This is an optimization exercise on Yosys and OpenROAD, whose aim is small area, a short achievable clock period and few clock cycles per item, not a production implementation. Function was checked by simulation only, so behaviour that the tests miss may differ from the original. Power figures rest on the tool's default switching activity, not on a simulated workload.

==> flow/design.v (excerpt) <==
module controller #(
    parameter DW = 16
)(
    input clk,
    input rst,
    input start,
    input signed [DW-1:0] x0,
    input signed [DW-1:0] x1,
    input signed [DW-1:0] x2,
    input signed [DW-1:0] w00, input signed [DW-1:0] w01, input signed [DW-1:0] w02,
    input signed [DW-1:0] w10, input signed [DW-1:0] w11, input signed [DW-1:0] w12,
    input signed [DW-1:0] w20, input signed [DW-1:0] w21, input signed [DW-1:0] w22,
    input signed [2*DW-1:0] b0,
    input signed [2*DW-1:0] b1,
    input signed [2*DW-1:0] b2,
    output signed [2*DW-1:0] y0,
    output signed [2*DW-1:0] y1,
    output signed [2*DW-1:0] y2,
    output done
);
  reg [3:0] vld;
  always @(posedge clk) begin
    if (rst) vld <= 4'd0;
    else vld <= {vld[2:0], start};
  end
  assign done = vld[3];
  reg r1;
  reg r2;
  reg r3;
  reg r4;
  reg r5;
  reg r6;
  reg r7;
  reg r8;
  reg r9;
  reg r10;
  reg r11;
  reg r12;
  reg r13;
  reg r14;
  reg r15;
  reg r16;
  reg r17;
  reg r18;
  reg r19;
  reg r20;
  reg r21;
  reg r22;
  reg r23;
  reg r24;
  reg r25;
  reg r26;
  reg r27;
  reg r28;
  reg r29;
  reg r30;
  reg r31;
  reg r32;
  reg r33;
  reg r34;
  reg r35;
  reg r36;
  reg r37;
  reg r38;
  reg r39;
  reg r40;
  reg r41;
  reg r42;
  reg r43;
  reg r44;
  reg r45;
  reg r46;
  reg r47;
  reg r48;
  reg r49;
  reg r50;
  reg r51;
  reg r52;
  reg r53;
  reg r54;
  reg r55;
  reg r56;
  reg r57;
  reg r58;
  reg r59;
  reg r60;
  reg r61;
  reg r62;
  reg r63;
  reg r64;
  reg r65;
  reg r66;
  reg r67;
  reg r68;
  reg r69;
  reg r70;
  reg r71;
  reg r72;
  reg r73;
  reg r74;
  reg r75;
  reg r76;
  reg r77;
  reg r78;
  reg r79;
  reg r80;
  reg r81;
  reg r82;
  reg r83;
  reg r84;
  reg r85;
  reg r86;
  reg r87;
  reg r88;
  reg r89;
  reg r90;
  reg r91;
  reg r92;
  reg r93;
  reg r94;
  reg r95;
  reg r96;
  reg r97;
  reg r98;
  reg r99;
  reg r100;
  reg r101;
  reg r102;
  reg r103;
  reg r104;
  reg r105;
  reg r106;
  reg r107;
  reg r108;
  reg r109;
  reg r110;
  reg r111;
  reg r112;
  reg r113;
  reg r114;
  reg r115;
  reg r116;
  reg r117;
  reg r118;
  reg r119;
  reg r120;
  ...
Size: about 7100 cells after synthesis, ~1100 flip-flops, about 390 I/O pins.
export LEC_CHECK = 0
export ABC_AREA = 1
export CAP_MARGIN = 20
export CORE_MARGIN = 2
export CORE_UTILIZATION = 55
export CTS_CLUSTER_DIAMETER = 80
export CTS_CLUSTER_SIZE = 24
export SLEW_MARGIN = 20
export SYNTH_HIERARCHICAL = 1
export SYNTH_MINIMUM_KEEP_SIZE = 0
create_clock -name core_clock -period 10.0 [get_ports {clk}]
standard.sh (not shown) runs the stock make flow with config.mk's settings and CLKGATE_MAP_FILE= SYNTH_SCRIPT=/design/flow/synth_recipe.tcl, a recipe that flattens the netlist after the stock synthesis.
==> flow/flow/run.sh <==
#!/bin/bash
# Standard layout (the standard.sh: unchanged synthesis and steps), with
#  - the timing repair asked to leave a larger setup margin than the 10 ns clock
#    needs, so that the resizer works on the paths that set the achieved period;
#  - the port buffers made with the smallest buffer cell (every port still gets one).
set -euo pipefail
M=$(cat flow/margin.txt)
bash standard.sh SETUP_SLACK_MARGIN=$M "BUFFER_PORTS_ARGS=-buffer_cell sky130_fd_sc_hd__buf_1" finish > flow_make.log 2>&1
==> flow/flow/margin.txt <==
6.9
Testbench counts at the start, summed over its fixed seeds: cycles 2,080, items 2,048.
Rerun with:
- CORE_UTILIZATION: 55 -> 62
- CTS_CLUSTER_SIZE: 24 -> 22
After rerunning:
- The new run completed without violations
- final area came out lower by 0.45%
- routed wire length came out lower by about 2.3%
- non-clock buffer count goes up by 13
Rerun with:
- CORE_UTILIZATION: 62 -> 55
- CTS_CLUSTER_DIAMETER: 80 -> 60
- CTS_CLUSTER_SIZE: 22 -> 18
The changed run completed without violations.
Critical path depth falls by 4.
Die area rises by about 13%.
Clock skew decreases by 0.0040 ns.
Wire length increases by about 2.6%.
Power came out higher by 2.8%.
Rerun with:
==> flow/flow/margin.txt (replaced) <==
7.1
- CTS_CLUSTER_DIAMETER: 60 -> 80
- CTS_CLUSTER_SIZE: 18 -> 24
=> The changed run completed with no timing, DRC or antenna violations. Cell area is higher by a few percent. First-iteration DRC count increases by a few percent. Core utilization climbs by 2.6 points. Register-to-register slack improves by 0.19 ns. Total power went down slightly.

---

== try-lagoon ==
Starting RTL as in the previous note.
export LEC_CHECK = 0
export ABC_AREA = 1
export CAP_MARGIN = 20
export CORE_MARGIN = 2
export CORE_UTILIZATION = 55
export CTS_CLUSTER_DIAMETER = 80
export CTS_CLUSTER_SIZE = 24
export SLEW_MARGIN = 20
export SYNTH_HIERARCHICAL = 1
export SYNTH_MINIMUM_KEEP_SIZE = 0
create_clock -name core_clock -period 10.0 [get_ports {clk}]
==> flow/flow/margin.txt <==
6.7
Scripts as last shown in full above: flow/flow/run.sh
try-lagoon: no failed stages, no open violations at the end
Testbench counts of try-lagoon, summed over its fixed seeds: cycles 2,080, items 2,048.
Inputs modified between try-lagoon and try-juniper:
- CTS_CLUSTER_SIZE removed (was 24)
- CTS_CLUSTER_DIAMETER removed (was 80)
==> flow/flow/run.sh <==
#!/bin/bash
# Standard layout (the standard.sh, unchanged synthesis and steps), with the
# timing repair asked to leave a larger setup margin than the 10 ns clock needs,
# so that the resizer works on the paths that set the achieved period.
set -euo pipefail
M=$(cat flow/margin.txt)
bash standard.sh SETUP_SLACK_MARGIN=$M finish > flow_make.log 2>&1
==> flow/flow/margin.txt <==
6.9
[summary]
- The fraction of the core area covered by cells at the end of the flow number comes out lower for try-lagoon vs try-juniper.
- Status: met1 usage parity (try-lagoon, try-juniper)
- The timing startpoint of the critical path comes out yr2[0] in one run and r413 in the other, namely in try-juniper and try-lagoon respectively.
- In try-juniper the data required time at the worst endpoint turned out 2610 ps lower than in try-lagoon.
- try-juniper has footprint of the flip-flops and latches above what try-lagoon had.
- Summary of try-juniper over try-lagoon: relative area change from synthesis to final layout rose by 7.9 points, delay contributed by the slowest stage of the critical path has decreased, met2 usage higher, worst hold slack closely matched the old numbers.
- The clock network fraction of design power number comes out lower for try-lagoon vs try-juniper.
Input-level comparison between try-indigo and try-juniper:
==> flow/flow/run.sh <==
#!/bin/bash
# Standard layout (the standard.sh: unchanged synthesis and steps), with
#  - the timing repair asked to leave a larger setup margin than the 10 ns clock
#    needs, so that the resizer works on the paths that set the achieved period;
#  - the port buffers made with the smallest buffer cell (every port still gets one).
set -euo pipefail
M=$(cat flow/margin.txt)
bash standard.sh SETUP_SLACK_MARGIN=$M "BUFFER_PORTS_ARGS=-buffer_cell sky130_fd_sc_hd__buf_1" finish > flow_make.log 2>&1
==> comparison <==
try-indigo: flow completed, timing, DRC and antenna clean. Looking at try-juniper and try-indigo, the met2 routed wirelength is a wash. Worst setup path endpoint: y2[0] -> try-juniper, y2[8] -> try-indigo. [compare] base=try-juniper new=try-indigo: synthesized cell count level; power attributed to sequential cells level; area used by sequential logic in the layout level.

==> afterwards: timing with drivers on the ports <==
In the flow no input, the clock included, has a driving cell. The finished layouts below were timed again as built, in two steps.
Step 1: set_driving_cell puts a clkbuf_16 on clk and a buf_2 on each other input, an assumption about the parent block.
Step 2 also shifts input and output timing later by t, the mid clock arrival at the registers, as if the neighbouring blocks saw the same clock.
Slacks: ideal / step 1 / step 2; pairs: ideal / step 1.
| run | t (ns) | slack for setup (ns) | cell pins on the clock port's net |
|---|---|---|---|
| the first run of note 1 | 0.792 | 6.782 / 6.751 / 6.782 | 1 |
| the second run of note 1 | 0.794 | 6.801 / 6.732 / 6.801 | 1 |
| the third run of note 1 | 0.835 | 6.792 / 6.706 / 6.812 | 1 |
| the fourth run of note 1 | 0.801 | 6.834 / 6.745 / 6.797 | 1 |
| try-lagoon | 0.793 | 6.588 / 6.588 / 6.588 | 1 |
| try-juniper | 0.873 | 6.785 / 6.693 / 6.498 | 1 |
| try-indigo | 0.862 | 6.773 / 6.688 / 6.772 | 1 |
After both steps setup and hold are still met in every run listed. The setup slack of try-juniper, which loses most, moves by -0.092 ns with the drivers and by -0.287 ns with both steps.
